Source: an optimization exercise on an open RTL-to-GDS flow (aim: small area, a short achievable clock period and few clock cycles per item). Production flows keep margins and buffers that such runs may drop.
Where RTL was checked, it was by simulation tests only, not by an equivalence proof against the original.
No functional check of the RTL was part of run 3.

$ cat run.sh
#!/bin/bash
# synth_recipe.tcl (not shown) runs the flow's synth.tcl, then flattens the netlist and writes it again
# the make line also repeats each setting of config.mk as NAME=value (left out here)
make -C /OpenROAD-flow-scripts/flow DESIGN_CONFIG=/design/flow/config.mk WORK_HOME=/design/flow/orfs CLKGATE_MAP_FILE= SYNTH_SCRIPT=/design/flow/synth_recipe.tcl finish
$ cat config.mk
export PLATFORM = sky130hd
export DESIGN_NAME = attention_score
export DESIGN_NICKNAME = attention_score
export VERILOG_FILES = /design/flow/design.v
export SDC_FILE = /design/flow/constraint.sdc
export NUM_CORES = 4
export LEC_CHECK = 0
export CAP_MARGIN = 20
export CORE_MARGIN = 2
export CORE_UTILIZATION = 40
export PLACE_DENSITY = 0.6
export SLEW_MARGIN = 20
$ cat constraint.sdc
create_clock -name core_clock -period 10.0 [get_ports {clk}]
set_input_delay 2.0000 -clock core_clock [delete_from_list [all_inputs] [get_ports {clk}]]
set_output_delay 2.0000 -clock core_clock [all_outputs]
set_load 0.01 [all_outputs]
$ cat design.v
`timescale 1ns / 1ps
module signed_floating_point_multiplier(
    input  wire [15:0] operand_a,
    input  wire [15:0] operand_b,
    output wire [15:0] result
);
    wire [11:0] m;
    fmul_core CORE(.fa(operand_a[9:0]), .fb(operand_b[9:0]), .m(m));
    wire [4:0]  es = operand_a[14:10] + operand_b[14:10] - 5'd15;
    wire [4:0]  e  = m[11] ? es + 5'd1 : es;
    wire [9:0]  f  = m[11] ? m[10:1] : m[9:0];
    wire        z  = (operand_a == 16'd0) || (operand_b == 16'd0);
    assign result = z ? 16'd0 : {operand_a[15] ^ operand_b[15], e, f};
endmodule
module fmul_core(
    input  wire [9:0]  fa,
    input  wire [9:0]  fb,
    output wire [11:0] m
    );
    wire pp0_0 = fa[0] & fb[0];
    wire pp0_1 = fa[1] & fb[0];
    wire pp0_2 = fa[2] & fb[0];
    wire pp0_3 = fa[3] & fb[0];
    wire pp0_4 = fa[4] & fb[0];
    wire pp0_5 = fa[5] & fb[0];
    wire pp0_6 = fa[6] & fb[0];
    wire pp0_7 = fa[7] & fb[0];
    wire pp0_8 = fa[8] & fb[0];
    wire pp0_9 = fa[9] & fb[0];
    wire pp1_0 = fa[0] & fb[1];
    wire pp1_1 = fa[1] & fb[1];
    wire pp1_2 = fa[2] & fb[1];
    wire pp1_3 = fa[3] & fb[1];
    wire pp1_4 = fa[4] & fb[1];
    wire pp1_5 = fa[5] & fb[1];
    wire pp1_6 = fa[6] & fb[1];
    wire pp1_7 = fa[7] & fb[1];
    wire pp1_8 = fa[8] & fb[1];
    wire pp1_9 = fa[9] & fb[1];
    wire pp2_0 = fa[0] & fb[2];
    wire pp2_1 = fa[1] & fb[2];
    wire pp2_2 = fa[2] & fb[2];
    wire pp2_3 = fa[3] & fb[2];
    wire pp2_4 = fa[4] & fb[2];
    wire pp2_5 = fa[5] & fb[2];
    wire pp2_6 = fa[6] & fb[2];
    wire pp2_7 = fa[7] & fb[2];
    wire pp2_8 = fa[8] & fb[2];
    wire pp2_9 = fa[9] & fb[2];
    wire pp3_0 = fa[0] & fb[3];
    wire pp3_1 = fa[1] & fb[3];
    wire pp3_2 = fa[2] & fb[3];
    wire pp3_3 = fa[3] & fb[3];
    wire pp3_4 = fa[4] & fb[3];
    wire pp3_5 = fa[5] & fb[3];
    wire pp3_6 = fa[6] & fb[3];
    wire pp3_7 = fa[7] & fb[3];
    wire pp3_8 = fa[8] & fb[3];
    wire pp3_9 = fa[9] & fb[3];
    wire pp4_0 = fa[0] & fb[4];
    wire pp4_1 = fa[1] & fb[4];
    wire pp4_2 = fa[2] & fb[4];
    wire pp4_3 = fa[3] & fb[4];
    wire pp4_4 = fa[4] & fb[4];
    wire pp4_5 = fa[5] & fb[4];
    wire pp4_6 = fa[6] & fb[4];
    wire pp4_7 = fa[7] & fb[4];
    wire pp4_8 = fa[8] & fb[4];
    wire pp4_9 = fa[9] & fb[4];
    wire pp5_0 = fa[0] & fb[5];
    wire pp5_1 = fa[1] & fb[5];
    wire pp5_2 = fa[2] & fb[5];
    wire pp5_3 = fa[3] & fb[5];
    wire pp5_4 = fa[4] & fb[5];
    wire pp5_5 = fa[5] & fb[5];
    wire pp5_6 = fa[6] & fb[5];
    wire pp5_7 = fa[7] & fb[5];
    wire pp5_8 = fa[8] & fb[5];
    wire pp5_9 = fa[9] & fb[5];
    wire pp6_0 = fa[0] & fb[6];
    wire pp6_1 = fa[1] & fb[6];
    wire pp6_2 = fa[2] & fb[6];
    wire pp6_3 = fa[3] & fb[6];
    wire pp6_4 = fa[4] & fb[6];
    wire pp6_5 = fa[5] & fb[6];
    wire pp6_6 = fa[6] & fb[6];
    wire pp6_7 = fa[7] & fb[6];
    wire pp6_8 = fa[8] & fb[6];
    wire pp6_9 = fa[9] & fb[6];
    wire pp7_0 = fa[0] & fb[7];
    wire pp7_1 = fa[1] & fb[7];
    wire pp7_2 = fa[2] & fb[7];
    wire pp7_3 = fa[3] & fb[7];
    wire pp7_4 = fa[4] & fb[7];
    wire pp7_5 = fa[5] & fb[7];
    wire pp7_6 = fa[6] & fb[7];
    wire pp7_7 = fa[7] & fb[7];
    wire pp7_8 = fa[8] & fb[7];
    wire pp7_9 = fa[9] & fb[7];
    wire pp8_0 = fa[0] & fb[8];
    wire pp8_1 = fa[1] & fb[8];
    wire pp8_2 = fa[2] & fb[8];
    wire pp8_3 = fa[3] & fb[8];
    wire pp8_4 = fa[4] & fb[8];
    wire pp8_5 = fa[5] & fb[8];
    wire pp8_6 = fa[6] & fb[8];
    wire pp8_7 = fa[7] & fb[8];
    wire pp8_8 = fa[8] & fb[8];
    wire pp8_9 = fa[9] & fb[8];
    wire pp9_0 = fa[0] & fb[9];
    wire pp9_1 = fa[1] & fb[9];
    wire pp9_2 = fa[2] & fb[9];
    wire pp9_3 = fa[3] & fb[9];
    wire pp9_4 = fa[4] & fb[9];
    wire pp9_5 = fa[5] & fb[9];
    wire pp9_6 = fa[6] & fb[9];
    wire pp9_7 = fa[7] & fb[9];
    wire pp9_8 = fa[8] & fb[9];
    wire pp9_9 = fa[9] & fb[9];
    wire hs0 = pp0_9 ^ pp1_8;
    wire hc0 = pp0_9 & pp1_8;
    wire fs1 = pp1_9 ^ pp2_8 ^ pp3_7;
    wire fc1 = (pp1_9 & pp2_8) | (pp1_9 & pp3_7) | (pp2_8 & pp3_7);
    wire hs2 = pp4_6 ^ pp5_5;
    wire hc2 = pp4_6 & pp5_5;
    wire fs3 = pp2_9 ^ pp3_8 ^ pp4_7;
    wire fc3 = (pp2_9 & pp3_8) | (pp2_9 & pp4_7) | (pp3_8 & pp4_7);
    wire hs4 = pp5_6 ^ pp6_5;
    wire hc4 = pp5_6 & pp6_5;
    wire fs5 = pp3_9 ^ pp4_8 ^ pp5_7;
    wire fc5 = (pp3_9 & pp4_8) | (pp3_9 & pp5_7) | (pp4_8 & pp5_7);
    wire hs6 = pp0_6 ^ pp1_5;
    wire hc6 = pp0_6 & pp1_5;
    wire fs7 = pp0_7 ^ pp1_6 ^ pp2_5;
    wire fc7 = (pp0_7 & pp1_6) | (pp0_7 & pp2_5) | (pp1_6 & pp2_5);
    wire hs8 = pp3_4 ^ pp4_3;
    wire hc8 = pp3_4 & pp4_3;
    wire fs9 = pp0_8 ^ pp1_7 ^ pp2_6;
    wire fc9 = (pp0_8 & pp1_7) | (pp0_8 & pp2_6) | (pp1_7 & pp2_6);
    wire fs10 = pp3_5 ^ pp4_4 ^ pp5_3;
    wire fc10 = (pp3_5 & pp4_4) | (pp3_5 & pp5_3) | (pp4_4 & pp5_3);
    wire hs11 = pp6_2 ^ pp7_1;
    wire hc11 = pp6_2 & pp7_1;
    wire fs12 = hs0 ^ pp2_7 ^ pp3_6;
    wire fc12 = (hs0 & pp2_7) | (hs0 & pp3_6) | (pp2_7 & pp3_6);
    wire fs13 = pp4_5 ^ pp5_4 ^ pp6_3;
    wire fc13 = (pp4_5 & pp5_4) | (pp4_5 & pp6_3) | (pp5_4 & pp6_3);
    wire fs14 = pp7_2 ^ pp8_1 ^ pp9_0;
    wire fc14 = (pp7_2 & pp8_1) | (pp7_2 & pp9_0) | (pp8_1 & pp9_0);
    wire fs15 = hc0 ^ fs1 ^ hs2;
    wire fc15 = (hc0 & fs1) | (hc0 & hs2) | (fs1 & hs2);
    wire fs16 = pp6_4 ^ pp7_3 ^ pp8_2;
    wire fc16 = (pp6_4 & pp7_3) | (pp6_4 & pp8_2) | (pp7_3 & pp8_2);
    wire fs17 = pp9_1 ^ fa[0] ^ fb[0];
    wire fc17 = (pp9_1 & fa[0]) | (pp9_1 & fb[0]) | (fa[0] & fb[0]);
    wire fs18 = fc1 ^ hc2 ^ fs3;
    wire fc18 = (fc1 & hc2) | (fc1 & fs3) | (hc2 & fs3);
    wire fs19 = hs4 ^ pp7_4 ^ pp8_3;
    wire fc19 = (hs4 & pp7_4) | (hs4 & pp8_3) | (pp7_4 & pp8_3);
    wire fs20 = pp9_2 ^ fa[1] ^ fb[1];
    wire fc20 = (pp9_2 & fa[1]) | (pp9_2 & fb[1]) | (fa[1] & fb[1]);
    wire fs21 = fc3 ^ hc4 ^ fs5;
    wire fc21 = (fc3 & hc4) | (fc3 & fs5) | (hc4 & fs5);
    wire fs22 = pp6_6 ^ pp7_5 ^ pp8_4;
    wire fc22 = (pp6_6 & pp7_5) | (pp6_6 & pp8_4) | (pp7_5 & pp8_4);
    wire fs23 = pp9_3 ^ fa[2] ^ fb[2];
    wire fc23 = (pp9_3 & fa[2]) | (pp9_3 & fb[2]) | (fa[2] & fb[2]);
    wire fs24 = fc5 ^ pp4_9 ^ pp5_8;
    wire fc24 = (fc5 & pp4_9) | (fc5 & pp5_8) | (pp4_9 & pp5_8);
    wire fs25 = pp6_7 ^ pp7_6 ^ pp8_5;
    wire fc25 = (pp6_7 & pp7_6) | (pp6_7 & pp8_5) | (pp7_6 & pp8_5);
    wire fs26 = pp9_4 ^ fa[3] ^ fb[3];
    wire fc26 = (pp9_4 & fa[3]) | (pp9_4 & fb[3]) | (fa[3] & fb[3]);
    wire fs27 = pp5_9 ^ pp6_8 ^ pp7_7;
    wire fc27 = (pp5_9 & pp6_8) | (pp5_9 & pp7_7) | (pp6_8 & pp7_7);
    wire fs28 = pp8_6 ^ pp9_5 ^ fa[4];
    wire fc28 = (pp8_6 & pp9_5) | (pp8_6 & fa[4]) | (pp9_5 & fa[4]);
    wire fs29 = pp6_9 ^ pp7_8 ^ pp8_7;
    wire fc29 = (pp6_9 & pp7_8) | (pp6_9 & pp8_7) | (pp7_8 & pp8_7);
    wire hs30 = pp0_4 ^ pp1_3;
    wire hc30 = pp0_4 & pp1_3;
    wire fs31 = pp0_5 ^ pp1_4 ^ pp2_3;
    wire fc31 = (pp0_5 & pp1_4) | (pp0_5 & pp2_3) | (pp1_4 & pp2_3);
    wire hs32 = pp3_2 ^ pp4_1;
    wire hc32 = pp3_2 & pp4_1;
    wire fs33 = hs6 ^ pp2_4 ^ pp3_3;
    wire fc33 = (hs6 & pp2_4) | (hs6 & pp3_3) | (pp2_4 & pp3_3);
    wire fs34 = pp4_2 ^ pp5_1 ^ pp6_0;
    wire fc34 = (pp4_2 & pp5_1) | (pp4_2 & pp6_0) | (pp5_1 & pp6_0);
    wire fs35 = hc6 ^ fs7 ^ hs8;
    wire fc35 = (hc6 & fs7) | (hc6 & hs8) | (fs7 & hs8);
    wire fs36 = pp5_2 ^ pp6_1 ^ pp7_0;
    wire fc36 = (pp5_2 & pp6_1) | (pp5_2 & pp7_0) | (pp6_1 & pp7_0);
    wire fs37 = fc7 ^ hc8 ^ fs9;
    wire fc37 = (fc7 & hc8) | (fc7 & fs9) | (hc8 & fs9);
    wire fs38 = fs10 ^ hs11 ^ pp8_0;
    wire fc38 = (fs10 & hs11) | (fs10 & pp8_0) | (hs11 & pp8_0);
    wire fs39 = fc9 ^ fc10 ^ hc11;
    wire fc39 = (fc9 & fc10) | (fc9 & hc11) | (fc10 & hc11);
    wire fs40 = fs12 ^ fs13 ^ fs14;
    wire fc40 = (fs12 & fs13) | (fs12 & fs14) | (fs13 & fs14);
    wire fs41 = fc12 ^ fc13 ^ fc14;
    wire fc41 = (fc12 & fc13) | (fc12 & fc14) | (fc13 & fc14);
    wire fs42 = fs15 ^ fs16 ^ fs17;
    wire fc42 = (fs15 & fs16) | (fs15 & fs17) | (fs16 & fs17);
    wire fs43 = fc15 ^ fc16 ^ fc17;
    wire fc43 = (fc15 & fc16) | (fc15 & fc17) | (fc16 & fc17);
    wire fs44 = fs18 ^ fs19 ^ fs20;
    wire fc44 = (fs18 & fs19) | (fs18 & fs20) | (fs19 & fs20);
    wire fs45 = fc18 ^ fc19 ^ fc20;
    wire fc45 = (fc18 & fc19) | (fc18 & fc20) | (fc19 & fc20);
    wire fs46 = fs21 ^ fs22 ^ fs23;
    wire fc46 = (fs21 & fs22) | (fs21 & fs23) | (fs22 & fs23);
    wire fs47 = fc21 ^ fc22 ^ fc23;
    wire fc47 = (fc21 & fc22) | (fc21 & fc23) | (fc22 & fc23);
    wire fs48 = fs24 ^ fs25 ^ fs26;
    wire fc48 = (fs24 & fs25) | (fs24 & fs26) | (fs25 & fs26);
    wire fs49 = fc24 ^ fc25 ^ fc26;
    wire fc49 = (fc24 & fc25) | (fc24 & fc26) | (fc25 & fc26);
    wire fs50 = fs27 ^ fs28 ^ fb[4];
    wire fc50 = (fs27 & fs28) | (fs27 & fb[4]) | (fs28 & fb[4]);
    wire fs51 = fc27 ^ fc28 ^ fs29;
    wire fc51 = (fc27 & fc28) | (fc27 & fs29) | (fc28 & fs29);
    wire fs52 = pp9_6 ^ fa[5] ^ fb[5];
    wire fc52 = (pp9_6 & fa[5]) | (pp9_6 & fb[5]) | (fa[5] & fb[5]);
    wire fs53 = fc29 ^ pp7_9 ^ pp8_8;
    wire fc53 = (fc29 & pp7_9) | (fc29 & pp8_8) | (pp7_9 & pp8_8);
    wire fs54 = pp9_7 ^ fa[6] ^ fb[6];
    wire fc54 = (pp9_7 & fa[6]) | (pp9_7 & fb[6]) | (fa[6] & fb[6]);
    wire fs55 = pp8_9 ^ pp9_8 ^ fa[7];
    wire fc55 = (pp8_9 & pp9_8) | (pp8_9 & fa[7]) | (pp9_8 & fa[7]);
    wire hs56 = pp0_3 ^ pp1_2;
    wire hc56 = pp0_3 & pp1_2;
    wire fs57 = hs30 ^ pp2_2 ^ pp3_1;
    wire fc57 = (hs30 & pp2_2) | (hs30 & pp3_1) | (pp2_2 & pp3_1);
    wire fs58 = hc30 ^ fs31 ^ hs32;
    wire fc58 = (hc30 & fs31) | (hc30 & hs32) | (fs31 & hs32);
    wire fs59 = fc31 ^ hc32 ^ fs33;
    wire fc59 = (fc31 & hc32) | (fc31 & fs33) | (hc32 & fs33);
    wire fs60 = fc33 ^ fc34 ^ fs35;
    wire fc60 = (fc33 & fc34) | (fc33 & fs35) | (fc34 & fs35);
    wire fs61 = fc35 ^ fc36 ^ fs37;
    wire fc61 = (fc35 & fc36) | (fc35 & fs37) | (fc36 & fs37);
    wire fs62 = fc37 ^ fc38 ^ fs39;
    wire fc62 = (fc37 & fc38) | (fc37 & fs39) | (fc38 & fs39);
    wire fs63 = fc39 ^ fc40 ^ fs41;
    wire fc63 = (fc39 & fc40) | (fc39 & fs41) | (fc40 & fs41);
    wire fs64 = fc41 ^ fc42 ^ fs43;
    wire fc64 = (fc41 & fc42) | (fc41 & fs43) | (fc42 & fs43);
    wire fs65 = fc43 ^ fc44 ^ fs45;
    wire fc65 = (fc43 & fc44) | (fc43 & fs45) | (fc44 & fs45);
    wire fs66 = fc45 ^ fc46 ^ fs47;
    wire fc66 = (fc45 & fc46) | (fc45 & fs47) | (fc46 & fs47);
    wire fs67 = fc47 ^ fc48 ^ fs49;
    wire fc67 = (fc47 & fc48) | (fc47 & fs49) | (fc48 & fs49);
    wire fs68 = fc49 ^ fc50 ^ fs51;
    wire fc68 = (fc49 & fc50) | (fc49 & fs51) | (fc50 & fs51);
    wire fs69 = fc51 ^ fc52 ^ fs53;
    wire fc69 = (fc51 & fc52) | (fc51 & fs53) | (fc52 & fs53);
    wire fs70 = fc53 ^ fc54 ^ fs55;
    wire fc70 = (fc53 & fc54) | (fc53 & fs55) | (fc54 & fs55);
    wire fs71 = fc55 ^ pp9_9 ^ fa[8];
    wire fc71 = (fc55 & pp9_9) | (fc55 & fa[8]) | (pp9_9 & fa[8]);
    wire hs72 = pp0_2 ^ pp1_1;
    wire hc72 = pp0_2 & pp1_1;
    wire fs73 = hs56 ^ pp2_1 ^ pp3_0;
    wire fc73 = (hs56 & pp2_1) | (hs56 & pp3_0) | (pp2_1 & pp3_0);
    wire fs74 = hc56 ^ fs57 ^ pp4_0;
    wire fc74 = (hc56 & fs57) | (hc56 & pp4_0) | (fs57 & pp4_0);
    wire fs75 = fc57 ^ fs58 ^ pp5_0;
    wire fc75 = (fc57 & fs58) | (fc57 & pp5_0) | (fs58 & pp5_0);
    wire fs76 = fc58 ^ fs59 ^ fs34;
    wire fc76 = (fc58 & fs59) | (fc58 & fs34) | (fs59 & fs34);
    wire fs77 = fc59 ^ fs60 ^ fs36;
    wire fc77 = (fc59 & fs60) | (fc59 & fs36) | (fs60 & fs36);
    wire fs78 = fc60 ^ fs61 ^ fs38;
    wire fc78 = (fc60 & fs61) | (fc60 & fs38) | (fs61 & fs38);
    wire fs79 = fc61 ^ fs62 ^ fs40;
    wire fc79 = (fc61 & fs62) | (fc61 & fs40) | (fs62 & fs40);
    wire fs80 = fc62 ^ fs63 ^ fs42;
    wire fc80 = (fc62 & fs63) | (fc62 & fs42) | (fs63 & fs42);
    wire fs81 = fc63 ^ fs64 ^ fs44;
    wire fc81 = (fc63 & fs64) | (fc63 & fs44) | (fs64 & fs44);
    wire fs82 = fc64 ^ fs65 ^ fs46;
    wire fc82 = (fc64 & fs65) | (fc64 & fs46) | (fs65 & fs46);
    wire fs83 = fc65 ^ fs66 ^ fs48;
    wire fc83 = (fc65 & fs66) | (fc65 & fs48) | (fs66 & fs48);
    wire fs84 = fc66 ^ fs67 ^ fs50;
    wire fc84 = (fc66 & fs67) | (fc66 & fs50) | (fs67 & fs50);
    wire fs85 = fc67 ^ fs68 ^ fs52;
    wire fc85 = (fc67 & fs68) | (fc67 & fs52) | (fs68 & fs52);
    wire fs86 = fc68 ^ fs69 ^ fs54;
    wire fc86 = (fc68 & fs69) | (fc68 & fs54) | (fs69 & fs54);
    wire fs87 = fc69 ^ fs70 ^ fb[7];
    wire fc87 = (fc69 & fs70) | (fc69 & fb[7]) | (fs70 & fb[7]);
    wire fs88 = fc70 ^ fs71 ^ fb[8];
    wire fc88 = (fc70 & fs71) | (fc70 & fb[8]) | (fs71 & fb[8]);
    wire fs89 = fc71 ^ fa[9] ^ fb[9];
    wire fc89 = (fc71 & fa[9]) | (fc71 & fb[9]) | (fa[9] & fb[9]);
    wire [21:0] ra = {1'b0, fc89, fc88, fc87, fc86, fc85, fc84, fc83, fc82, fc81, fc80, fc79, fc78, fc77, fc76, fc75, fc74, fc73, hc72, hs72, pp0_1, pp0_0};
    wire [21:0] rb = {1'b0, 1'b1, fs89, fs88, fs87, fs86, fs85, fs84, fs83, fs82, fs81, fs80, fs79, fs78, fs77, fs76, fs75, fs74, fs73, pp2_0, pp1_0, 1'b0};
    wire [21:0] s = ra + rb;
    assign m = s[21:10];
endmodule
`timescale 1ns / 1ps
module fadd_align(
    input  wire [15:0] operand_a,
    input  wire [15:0] operand_b,
    input  wire        a_zero,       
    output reg  [11:0] s,
    output reg  [4:0]  e,
    output reg         sg
);
    wire        sa = operand_a[15];
    wire        sb = operand_b[15];
    wire [4:0]  ea = operand_a[14:10];
    wire [4:0]  eb = operand_b[14:10];
    wire [10:0] na = {1'b1, operand_a[9:0]};
    wire [10:0] nb = {1'b1, operand_b[9:0]};
    wire        za = a_zero | (operand_a == 16'd0);
    wire        zb = (operand_b == 16'd0);
    wire [5:0]  dab  = {1'b0, ea} - {1'b0, eb};
    wire        a_gt = ~dab[5] & (dab[4:0] != 5'd0);
    wire [4:0]  d    = a_gt ? dab[4:0] : eb - ea;
    wire [4:0]  emax = a_gt ? ea : eb;
    wire [10:0] x    = a_gt ? na : nb;           
    wire [10:0] ys   = a_gt ? nb : na;
    wire [10:0] y    = ys >> d;                  
    wire [11:0] sum  = {1'b0, x} + {1'b0, y};
    wire [11:0] dxy  = {1'b0, x} - {1'b0, y};
    wire [11:0] dyx  = {1'b0, y} - {1'b0, x};
    wire        y_gt = dxy[11];                  
    always @* begin
        if (za) begin
            s  = {1'b0, nb};
            e  = eb;
            sg = sb;
        end else if (zb) begin
            s  = {1'b0, na};
            e  = ea;
            sg = sa;
        end else if (sa == sb) begin
            s  = sum;
            e  = emax;
            sg = sa;
        end else if (y_gt) begin
            s  = dyx;
            e  = emax;
            sg = sa;
        end else begin
            s  = dxy;
            e  = emax;
            sg = a_gt ? sa : sb;
        end
    end
endmodule
module fadd_norm(
    input  wire [11:0] s,
    input  wire [4:0]  e,
    input  wire        sg,
    output wire [15:0] result
);
    reg [3:0] lz;
    integer t;
    always @* begin
        lz = 4'd12;
        for (t = 0; t < 12; t = t + 1)
            if (s[t]) lz = 4'd11 - t[3:0];
    end
    wire [11:0] nrm = s << lz;
    wire [4:0]  en  = e + 5'd1 - {1'b0, lz};
    assign result = (s == 12'd0) ? {sg, 15'd0} : {sg, en, nrm[10:1]};
endmodule
module signed_floating_point_adder(
    input  wire [15:0] operand_a,
    input  wire [15:0] operand_b,
    output wire [15:0] result
);
    wire [11:0] s;
    wire [4:0]  e;
    wire        sg;
    fadd_align AL(.operand_a(operand_a), .operand_b(operand_b), .a_zero(1'b0),
                  .s(s), .e(e), .sg(sg));
    fadd_norm  NO(.s(s), .e(e), .sg(sg), .result(result));
endmodule
`timescale 1ns / 1ps
module attention_score(
    input             clk,
    input             rst,
    input             wr_en,
    input             wr_sel,       
    input      [2:0]  wr_row,
    input      [2:0]  wr_col,
    input      [15:0] wr_data,
    input             start,
    input      [2:0]  rd_row,
    input      [2:0]  rd_col,
    output     [15:0] rd_data,
    output reg        done
    );
    reg [15:0] query [0:63];
    reg [15:0] key   [0:63];
    reg [15:0] QK    [0:63];
    always @(posedge clk) begin
        if (wr_en) begin
            if (wr_sel)
                key[{wr_row, wr_col}] <= wr_data;
            else
                query[{wr_row, wr_col}] <= wr_data;
        end
    end
    reg        busy;
    reg [5:0]  step;       
    wire go = start | busy;
    wire [2:0] s_i = {step[5:4], step[0]};
    wire [2:0] s_j = step[3:1];
    reg        op_v,   prod_v,   mid_v;
    reg        op_f,   prod_f;
    reg        op_l,   prod_l,   mid_l;
    reg [2:0]  op_i,   prod_i,   mid_i;
    always @(posedge clk) begin
        if (rst) begin
            busy   <= 1'b0;
            step   <= 6'd0;
            op_v   <= 1'b0;
            prod_v <= 1'b0;
            mid_v  <= 1'b0;
            done   <= 1'b0;
        end else begin
            if (go) begin
                step <= step + 6'd1;
                busy <= (step != 6'd63);
            end
            op_v   <= go;
            prod_v <= op_v;
            mid_v  <= prod_v;
            done   <= mid_v & mid_l & (mid_i == 3'd7);
        end
    end
    always @(posedge clk) begin
        op_f   <= (s_j == 3'd0);
        op_l   <= (s_j == 3'd7);
        op_i   <= s_i;
        prod_f <= op_f;
        prod_l <= op_l;
        prod_i <= op_i;
        mid_l  <= prod_l;
        mid_i  <= prod_i;
    end
    reg [15:0] q_op;
    always @(posedge clk)
        q_op <= query[{s_i, s_j}];
    wire store = mid_v & mid_l;
    genvar g;
    generate
        for (g = 0; g < 8; g = g + 1) begin : lane
            reg  [15:0] k_op;
            reg  [15:0] prod;
            reg  [11:0] mid_s;
            reg  [4:0]  mid_e;
            reg         mid_sg;
            reg  [15:0] acc;
            wire [15:0] p_w;
            wire [11:0] s_w;
            wire [4:0]  e_w;
            wire        sg_w;
            wire [15:0] sum;
            always @(posedge clk)
                k_op <= key[{g[2:0], s_j}];
            signed_floating_point_multiplier MUL(
                .operand_a(q_op), .operand_b(k_op), .result(p_w));
            fadd_align AL(
                .operand_a(acc), .operand_b(prod), .a_zero(prod_f),
                .s(s_w), .e(e_w), .sg(sg_w));
            fadd_norm NO(
                .s(mid_s), .e(mid_e), .sg(mid_sg), .result(sum));
            wire [15:0] scaled = (sum == 16'd0) ? 16'd0 :
                                 {sum[15], sum[14:10] - 5'd2, sum[9:0]};
            always @(posedge clk) begin
                prod   <= p_w;
                mid_s  <= s_w;
                mid_e  <= e_w;
                mid_sg <= sg_w;
                acc    <= sum;
            end
            integer r;
            always @(posedge clk) begin
                for (r = 0; r < 8; r = r + 1)
                    if (store && mid_i == r)
                        QK[8*r+g] <= scaled;
            end
        end
    endgenerate
    assign rd_data = QK[{rd_row, rd_col}];
endmodule
==> impl_metrics.py, run 1 <==
metrics = {
    "global_route": {
        "grt_pass1_wl_mm": 799,
        "overflow": 0,
        "grt.total_usage": 0.228,
        "grt_pass1_vias": 113981,
        "grt_max_degree": 164,
        "antenna_found_initial": 25,
    },
    "synth": {
        "avgSynthCellArea_um2": 13.6,
        "ys_seq_area_frac": 0.554,
        "synth.ff_latch_count": 3641,
        "syn_area_um2": 187000,
        "synthesis.instances": 13787,
        "async_reset_ff_frac": 0,
        "syn_nets": 15173,
        "synth_top_area_frac": 0.493,
        "ys_warn_count": 4,
        "synth_ff_type": "edfxtp_1",
        "ys_top_cells_by_count": "edfxtp_1 (3072), inv_1 (1316), nand2_1 (826)",
        "synth_area_leaders": "edfxtp_1 (49%), mux4_2 (7.6%), fa_1 (7.5%)",
        "yosys.area.top_type": "edfxtp_1",
        "synthDistinctLibCells": 109,
        "synth_edf_count": 3072,
        "yosysMostFrequentCell": "edfxtp_1",
    },
    "floorplanning": {
        "die-area_um2": 473000,
        "dieWidth_um": 688,
        "pin_count": 50,
        "core_area_um2": 466000,
        "start_util": 0.401,
        "row_count": 251,
        "die_y_um": 688,
    },
    "timing": {
        "rsz0062_at_grt": "no",
        "max_freq_mhz": 118,
        "fin_tns_setup_ns": 0,
        "worst_pin_slew_ns": 1.21,
        "relSlewSlack": 0.195,
        "drv_slew": 0,
        "setup_viol": 0,
        "hold_violations": 0,
        "layout_min_cycle_time_ns": 8.44,
        "fin_worst_skew_ns": 0.0838,
        "fin_crit_sh": 0.844,
    },
    "cells_and_area": {
        "drive_gt1_frac": 0.142,
        "final_core_util": 0.447,
        "area_growth_pct": 11.4,
        "instances_no_fill": 20422,
        "fin_nets": 15300,
    },
    "clock_tree": {
        "clockBufferDepth": 4,
        "clk_pin_slew_ns": 0.06,
        "htreeDepth": 5,
        "hold_buffers": 0,
        "cts_made_buffers": 365,
        "insertion_delay_ns": 0.99,
        "cts.sinks": 3641,
        "cts-root-buf": "clkbuf_16",
        "cts.repair.resized": 0,
        "cts_tree": "done",
        "cts_setup_buffers": 0,
    },
    "drt": {
        "totalWireLength_mm": 548,
        "drc_errors": 0,
        "drtAntennaViolNets": 0,
        "drt-wirelength-per-cell_um": 26.8,
        "drt_pass1_iterations": 6,
        "first_iter_violations": 12246,
        "routed_via_density": 5.71,
        "vias": 116528,
    },
    "place": {
        "dp_hpwl_mm": 370,
        "place.gp.congestion": 0.943,
        "portBuffers": 49,
        "dp.cells": 19743,
    },
    "setup_path": {
        "critPathKind": "input port to primary output",
        "cp_max_fo": 10,
        "crit_required_ns": 8.00,
        "arrival_ns": 6.44,
        "critPathLaunchType": "input port",
        "critPathCaptureType": "primary output",
    },
    "outcome": {
        "status": "no timing/DRC/antenna violations",
    },
    "flow_run": {
        "maxCapViolCount": 0,
    },
    "worst_hold_path": {
        "hold_path.class": "register to register",
    },
}
==> through the flow <==
step	worst slack, ns	cell area, um^2	hold WS [ns]
6_report	1.56	208000	0.328
5_1_grt	1.65	208000	0.332
4_1_cts	1.75	208000	0.327
3_5_place_dp	1.76	196000	0.313
3_3_place_gp	1.78	196000	0.311
2_1_floorplan	0.0823	187000	0.310
==> layout make-up <==
type | count | area, um^2
Fill cell | 41445 | 258000
Inverter | 1321 | 4960
Sequential cell | 3641 | 104000
Multi-Input combinational cell | 8183 | 76300
Timing Repair Buffer | 402 | 3410
Clock buffer | 495 | 10000
Tap cell | 6198 | 7750
Antenna cell | 10 | 25.0
Clock inverter | 172 | 2050
==> state kept, by name, summed over array words and instances (netlist names), 3 cells and up <==
name         count
lane.acc       128
query         1024
lane.mid_e      40
QK            1024
key           1024
step             6
op_i             3
lane.prod      128
lane.mid_sg      8
mid_i            3
q_op            16
lane.k_op      128
lane.mid_s      96
prod_i           3
==> logic make-up (layout without fill, tap and decap cells) <==
family          after synthesis  count (layout)  share of synthesized area
buf+inv                    1963            2390                     0.0399
other cells                   0              10                          0
xor+xnor                    225             225                     0.0105
simple gates               3212            3212                     0.0849
compound gates             2154            2154                     0.0817
fa+ha+maj                  1353            1353                      0.118
flops                      3641            3641                      0.554
mux                        1239            1239                      0.110
==> final timing paths <==
kind	end	slack, ns	depth (start not counted)	from
min	prod_i[0]$_DFF_P_	0.33	0	op_i[0]$_DFF_P_
max	rd_data[4]	1.56	10	rd_col[0]
min reg2reg	prod_i[0]$_DFF_P_	0.33	0	op_i[0]$_DFF_P_
max reg2reg	lane[7].mid_s[10]$_SDFF_PP1_	2.64	26	lane[7].prod[10]$_SDFF_PP0_
==> worst max-delay path: stages <==
cell	delay (ns)
clkdlybuf4s50_1	0.69
nor2b_1	0.36
nand3_1	0.28
nor2_2	1.00
buf_4	0.42
a22oi_1	0.19
nand4_1	0.18
nor3_1	0.07
a31oi_1	0.56
clkdlybuf4s50_1	0.67
==> layer usage <==
metal / vias up / track usage / wire length, um
met5: - / 0 / 54
met4: 8 / 0.0800 / 22500
met3: 975 / 0.0345 / 43800
met2: 5018 / 0.356 / 248000
met1: 59271 / 0.324 / 234000
li1: 51256 / - / -
==> cells in the final DEF, fill, tap and decap left out, types with 64 or more instances in the layout <==
master     count
dfxtp_1      555
a211oi_1      64
clkbuf_1      90
a21oi_1      429
fa_1         696
a22oi_1      192
nand3_1      176
buf_4        344
mux2_2       242
nor3_1       200
a22o_1       197
a31oi_1       70
o21bai_1     128
mux2i_1      365
xnor2_1      159
edfxtp_1    3072
ha_1         657
nor4_1       151
nor2_1       666
nand2_1      825
nand2b_1      81
nor2b_1       83
clkbuf_16    371
a21o_1       123
inv_1       1316
xor2_1        64
a221oi_1     166
nor2_2        87
o21ai_0      266
and2_1       537
mux4_2       630
nand4_1      120
Testbench counts, summed over its fixed seeds: cycles 6,272, jobs 32.
==> inputs of run 2 (changes only) <==
--- a/config.mk
+++ b/config.mk
@@ -9,4 +9,5 @@
 export CORE_MARGIN = 2
 export CORE_UTILIZATION = 40
 export PLACE_DENSITY = 0.6
+export SETUP_SLACK_MARGIN = 3.5
 export SLEW_MARGIN = 20
==> impl_metrics.py, run 2 <==
metrics = {
    "worst_hold_path": {
        "min_path_cells": 0,
        "hold_path.class": "register to register",
    },
    "cells_and_area": {
        "top_regs": "QK x1024, key x1024, query x1024",
        "area_growth_pct": 13.3,
        "drive_gt1_frac": 0.172,
        "fin_nets": 15515,
        "final_common_cell": "edfxtp_1",
        "final_cell_mix": "edfxtp_1 (3072), inv_1 (1315), nand2_1 (805), fa_1 (689), ha_1 (645)",
        "final_core_util": 0.454,
    },
    "global_route": {
        "grt_pass1_wl_mm": 809,
        "grt.total_usage": 0.231,
        "overflow": 0,
        "grt_max_degree": 130,
        "grt_pass1_vias": 116272,
        "antenna_found_initial": 23,
    },
    "drt": {
        "first_iter_violations": 12575,
        "drt-wirelength-per-cell_um": 27.0,
        "drt_pass1_iterations": 9,
        "vias": 117962,
        "routed_via_density": 5.71,
        "drc_errors": 0,
        "totalWireLength_mm": 558,
        "drtAntennaViolNets": 0,
    },
    "synth": {
        "avgSynthCellArea_um2": 13.6,
        "async_reset_ff_frac": 0,
        "synthesis.instances": 13787,
        "synth.ff_latch_count": 3641,
        "syn_nets": 15173,
        "ys_seq_area_frac": 0.554,
        "synth_edf_count": 3072,
        "yosysMostFrequentCell": "edfxtp_1",
        "yosys.area.top_type": "edfxtp_1",
        "ys_warn_count": 4,
        "ys_top_cells_by_count": "edfxtp_1 (3072), inv_1 (1316), nand2_1 (826)",
        "synthDistinctLibCells": 109,
        "synth_ff_type": "edfxtp_1",
        "synth_top_area_frac": 0.493,
        "syn_area_um2": 187000,
        "synth_area_leaders": "edfxtp_1 (49%), mux4_2 (7.6%), fa_1 (7.5%)",
    },
    "floorplanning": {
        "die_y_um": 688,
        "row_count": 251,
        "dieWidth_um": 688,
        "die-area_um2": 473000,
        "pin_count": 50,
        "core_area_um2": 466000,
        "start_util": 0.401,
    },
    "setup_path": {
        "crit_slowest_cell": "dlygate4sd2_1",
        "arrival_ns": 4.58,
        "critPathLaunchType": "input port",
        "r2r_slack_ns": 3.72,
        "slowest_delay_ns": 0.35,
        "critPathCaptureType": "primary output",
        "critPathBufInv": 4,
        "cp_top_family": "buffers and inverters",
        "worstSetupPathDepth": 11,
        "critPathKind": "input port to primary output",
        "worstPathCellList": "clkbuf_4 -> nand2b_4 -> buf_12 -> nor2_2 -> buf_4 -> a22o_1 -> a221oi_1 -> nand4_1 -> nor3_2 -> a31oi_4 -> dlygate4sd2_1",
        "crit_required_ns": 8.00,
        "cp_max_fo": 10,
        "reg2regPathDepth": 28,
    },
    "clock_tree": {
        "clockBufferDepth": 4,
        "insertion_delay_ns": 1.00,
        "cts_tree": "done",
        "cts_made_buffers": 366,
        "cts.sinks": 3641,
        "cts-root-buf": "clkbuf_16",
        "clk_pin_slew_ns": 0.06,
        "hold_buffers": 0,
        "htreeDepth": 5,
    },
    "place": {
        "portBuffers": 49,
        "place.gp.congestion": 0.966,
        "dp_hpwl_mm": 374,
    },
    "flow_run": {
        "maxCapViolCount": 0,
    },
    "outcome": {
        "status": "no timing/DRC/antenna violations",
    },
    "timing": {
        "worst_pin_slew_ns": 1.24,
        "max_freq_mhz": 152,
        "fin_worst_skew_ns": 0.0886,
        "relSlewSlack": 0.172,
        "rsz0062_at_grt": "yes",
        "fin_crit_sh": 0.658,
        "setup_viol": 0,
        "drv_slew": 0,
        "fin_tns_setup_ns": 0,
        "hold_violations": 0,
        "layout_min_cycle_time_ns": 6.58,
    },
}
run 2: cell counts after synthesis:
Identical to the previous run, type by type.
run 2: layout make-up:
class | instances | area, um^2
tap | 6198 | 7750
multi-input combinational | 8186 | 78200
inverter | 1321 | 4960
timing repair buffer | 613 | 5360
fill | 41166 | 255000
antenna | 9 | 22.5
clock inverter | 202 | 1970
sequential | 3641 | 104000
clock buffer | 473 | 9820
run 2: kinds of logic (layout without fill, tap and decap cells):
kind of cell / count (synthesis) / count (layout) / synth area share
AO/OA/AOI/OAI: 2154 / 2156 / 0.0817
XOR/XNOR: 225 / 225 / 0.0105
adder cells (fa/ha/maj): 1353 / 1353 / 0.118
other: 0 / 9 / 0
AND/OR/NAND/NOR: 3212 / 3213 / 0.0849
flip-flops: 3641 / 3641 / 0.554
buffers and inverters: 1963 / 2609 / 0.0399
multiplexers: 1239 / 1239 / 0.110
run 2: timing repair:
item | CTS | global route
gates resized for setup | 258 | 251
pin swaps | 68 | 64
setup endpoints to repair | 193 | 174
setup buffers | 131 | 68
gates cloned | 2 | 4
run 2: worst paths after layout:
path                                               from                       end
worst max register to register  lane[3].acc[10]$_DFF_P_  lane[3].mid_s[8]$_DFF_P_
worst min register to register           prod_l$_DFF_P_             mid_l$_DFF_P_
worst min-delay path                     prod_l$_DFF_P_             mid_l$_DFF_P_
worst max-delay path                          rd_row[2]                rd_data[8]
run 2: routing by layer:
metal	part of all wire	GRT usage
met5	0.000023	0
met2	0.46	0.365
met1	0.41	0.314
met3	0.079	0.0413
met4	0.052	0.0983
run 2: through the flow:
step           hold slack (ns)  std cells  area, um^2  setup slack (ns)
5_1_grt                  0.334      20636      212000              3.33
6_report                 0.328      20643      212000              3.42
3_3_place_gp             0.313      19751      196000              1.72
4_1_cts                  0.332      20560      210000              3.33
3_5_place_dp             0.313      19752      196000              1.71
2_1_floorplan            0.310      13787      187000              3.52
==> inputs of run 3 (changes only) <==
--- a/design.v
+++ b/design.v
@@ -491,5 +491,15 @@
             end
         end
     endgenerate
-    assign rd_data = QK[{rd_row, rd_col}];
+    wire [7:0]  rd_rs = 8'd1 << rd_row;
+    wire [7:0]  rd_cs = 8'd1 << rd_col;
+    reg  [15:0] rd_w;
+    integer x, y;
+    always @* begin
+        rd_w = 16'd0;
+        for (x = 0; x < 8; x = x + 1)
+            for (y = 0; y < 8; y = y + 1)
+                rd_w = rd_w | (QK[8*x+y] & {16{rd_rs[x] & rd_cs[y]}});
+    end
+    assign rd_data = rd_w;
 endmodule
--- a/config.mk
+++ b/config.mk
@@ -9,5 +9,5 @@
 export CORE_MARGIN = 2
 export CORE_UTILIZATION = 40
 export PLACE_DENSITY = 0.6
-export SETUP_SLACK_MARGIN = 3.5
+export SETUP_SLACK_MARGIN = 4.0
 export SLEW_MARGIN = 20
==> impl_metrics.py, run 3 <==
metrics = {
    "outcome": {
        "status": "no timing/DRC/antenna violations",
    },
    "clock_tree": {
        "clockBufferDepth": 4,
        "insertion_delay_ns": 1.02,
        "clk_pin_slew_ns": 0.06,
        "cts.sinks": 3641,
        "cts_tree": "done",
        "cts-root-buf": "clkbuf_16",
        "cts_made_buffers": 373,
        "htreeDepth": 5,
    },
    "timing": {
        "max_freq_mhz": 157,
        "layout_min_cycle_time_ns": 6.35,
        "setup_viol": 0,
        "worst_pin_slew_ns": 1.23,
        "hold_violations": 0,
        "fin_tns_setup_ns": 0,
        "holdWs_ns": 0.329,
        "relSlewSlack": 0.181,
        "fin_worst_skew_ns": 0.134,
        "drv_slew": 0,
        "rsz0062_at_grt": "yes",
        "fin_crit_sh": 0.635,
    },
    "drt": {
        "drc_errors": 0,
        "totalWireLength_mm": 569,
        "drt_pass1_iterations": 8,
        "routed_via_density": 5.70,
        "drt-wirelength-per-cell_um": 27.3,
        "drtAntennaViolNets": 0,
        "first_iter_violations": 12785,
        "vias": 118783,
    },
    "synth": {
        "avgSynthCellArea_um2": 13.6,
        "synth_area_leaders": "edfxtp_1 (49%), fa_1 (7.5%), mux4_2 (7.3%)",
        "synth.ff_latch_count": 3641,
        "ys_top_cells_by_count": "edfxtp_1 (3072), inv_1 (1544), nor2_1 (746)",
        "synth_ff_type": "edfxtp_1",
        "syn_area_um2": 186000,
        "synthesis.instances": 13707,
        "yosysMostFrequentCell": "edfxtp_1",
        "synth_edf_count": 3072,
        "synthDistinctLibCells": 119,
        "ys_seq_area_frac": 0.556,
        "yosys.area.top_type": "edfxtp_1",
        "ys_warn_count": 4,
        "syn_nets": 15101,
        "synth_top_area_frac": 0.495,
        "async_reset_ff_frac": 0,
    },
    "setup_path": {
        "critPathCaptureType": "primary output",
        "critPathLaunchType": "input port",
        "crit_required_ns": 8.00,
        "cp_max_fo": 8,
        "r2r_slack_ns": 4.01,
        "critPathKind": "input port to primary output",
        "arrival_ns": 4.35,
    },
    "global_route": {
        "overflow": 0,
        "grt_pass1_vias": 115707,
        "antenna_found_initial": 26,
        "grt_pass1_wl_mm": 814,
        "grt_max_degree": 130,
        "grt.total_usage": 0.233,
    },
    "floorplanning": {
        "start_util": 0.402,
        "row_count": 250,
        "die-area_um2": 471000,
        "core_area_um2": 464000,
        "die_y_um": 687,
        "pin_count": 50,
        "dieWidth_um": 687,
    },
    "place": {
        "portBuffers": 49,
        "dp_hpwl_mm": 365,
        "place.gp.congestion": 0.956,
    },
    "cells_and_area": {
        "drive_gt1_frac": 0.219,
        "final_common_cell": "edfxtp_1",
        "fin_nets": 15756,
        "top_regs": "QK x1024, key x1024, query x1024",
        "area_growth_pct": 16.8,
        "final_cell_mix": "edfxtp_1 (3072), inv_1 (1521), and2_1 (695), fa_1 (680), buf_4 (647)",
    },
    "worst_hold_path": {
        "hold_path.class": "register to register",
    },
    "flow_run": {
        "maxCapViolCount": 0,
    },
}
==> run 3: changes by cell type after synthesis, moves of 32 or more <==
| cell | before | now |
|---|---|---|
| inv_1 | 1316 | 1544 |
| nand2_1 | 826 | 642 |
| and2_1 | 537 | 708 |
| a22oi_1 | 193 | 25 |
| a221oi_1 | 166 | 271 |
| nor3_1 | 206 | 114 |
| a22o_1 | 197 | 276 |
| o21ai_0 | 268 | 337 |
| nand3_1 | 177 | 109 |
| and3_1 | 59 | 18 |
| o21bai_1 | 130 | 91 |
| nand4_1 | 120 | 88 |
==> run 3: worst paths after layout <==
kind                                 from                  endpoint  cells past startpoint
setup / recovery                rd_row[1]                rd_data[0]                     10
hold / removal               op_f$_DFF_P_            prod_f$_DFF_P_                      0
setup reg to reg  lane[0].acc[10]$_DFF_P_  lane[0].mid_s[4]$_DFF_P_                     26
hold reg to reg              op_f$_DFF_P_            prod_f$_DFF_P_                      0
==> run 3: kinds of logic (layout without fill, tap and decap cells) <==
group                    after synthesis  count (layout)  share of synthesized area
flip-flops                          3641            3641                      0.556
AND/OR/NAND/NOR                     2929            2934                     0.0799
buffers and inverters               2190            3143                     0.0446
AO/OA/AOI/OAI                       2128            2130                     0.0811
adder cells (fa/ha/maj)             1362            1362                      0.119
multiplexers                        1208            1208                      0.107
XOR/XNOR                             249             249                     0.0117
other                                  0              15                          0
==> run 3: per-stage QoR <==
step	std cells	utilization	setup slack, ns	area [um^2]
after floorplan	13707	-	3.52	186000
after global placement	19614	0.421	2.07	195000
after detailed placement	19615	0.421	2.02	195000
after CTS	20608	0.459	3.83	213000
after global routing	20844	0.469	3.68	218000
final	20856	0.470	3.65	218000
==> run 3: cell type report <==
class	instances	area, um^2
clock buffers	474	9980
repair buffers	913	9130
multi-input cells	7883	79400
fillers	40302	246000
clock inverters	206	1910
well taps	6174	7720
inverters	1550	5830
diodes	15	37.5
flip-flops and latches	3641	104000
==> run 3: layer usage <==
layer  vias to the layer above  global-route usage  wire, um
met4                         8               0.102     31500
met5                         -            0.000612        89
li1                      51561                   -         -
met3                      1420              0.0455     48900
met1                     60103               0.317    232000
met2                      5691               0.365    257000
==> run 3: worst max-delay path, stage by stage <==
cell and delay [ns]:
buf_12 0.12, or3b_4 0.33, buf_4 0.15, nor2_4 0.06
buf_6 0.15, a22o_1 0.25, a221oi_1 0.29, nand4_1 0.22
or4_4 0.61, buf_6 0.15
==> run 3: what timing repair did <==
action / CTS / global route
gates resized for setup: 670 / 637
setup endpoints to repair: 230 / 194
buffers inserted: 295 / 210
hold buffers: 0 / 0
cloned: 18 / 15
pin swaps: 160 / 306

separate check: timing with driven ports:
Ports are ideal in the flow. The routed layouts listed here were re-timed in OpenROAD. Step 1 (the two cells are an assumption about what drives the block):
set clk [get_ports {clk}]
set_driving_cell -lib_cell sky130_fd_sc_hd__clkbuf_16 $clk
set_driving_cell -lib_cell sky130_fd_sc_hd__buf_2 [delete_from_list [all_inputs] $clk]
Step 2 moves the port delays by t, midway between the first and last clock arrival at a register: inputs arrive t later, outputs are due t later. That takes back most of the time a late clock gives input paths. Slacks: ideal ports / drivers / drivers and shift; pairs: ideal ports / drivers.
run | shift t [ns] | setup slack, ns | worst register clock-pin slew, ns | cell pins on the clock port's net
run 1 | 1.064 | 1.556 / 1.531 / 1.531 | 0.07 / 0.07 | 1
run 2 | 1.067 | 3.425 / 3.398 / 3.398 | 0.08 / 0.08 | 1
run 3 | 1.069 | 3.648 / 3.598 / 3.598 | 0.08 / 0.08 | 1
After both steps every run listed still meets setup and hold. For run 3, which loses most, drivers alone change the setup slack by -0.050 ns; drivers and shift together by -0.050 ns.
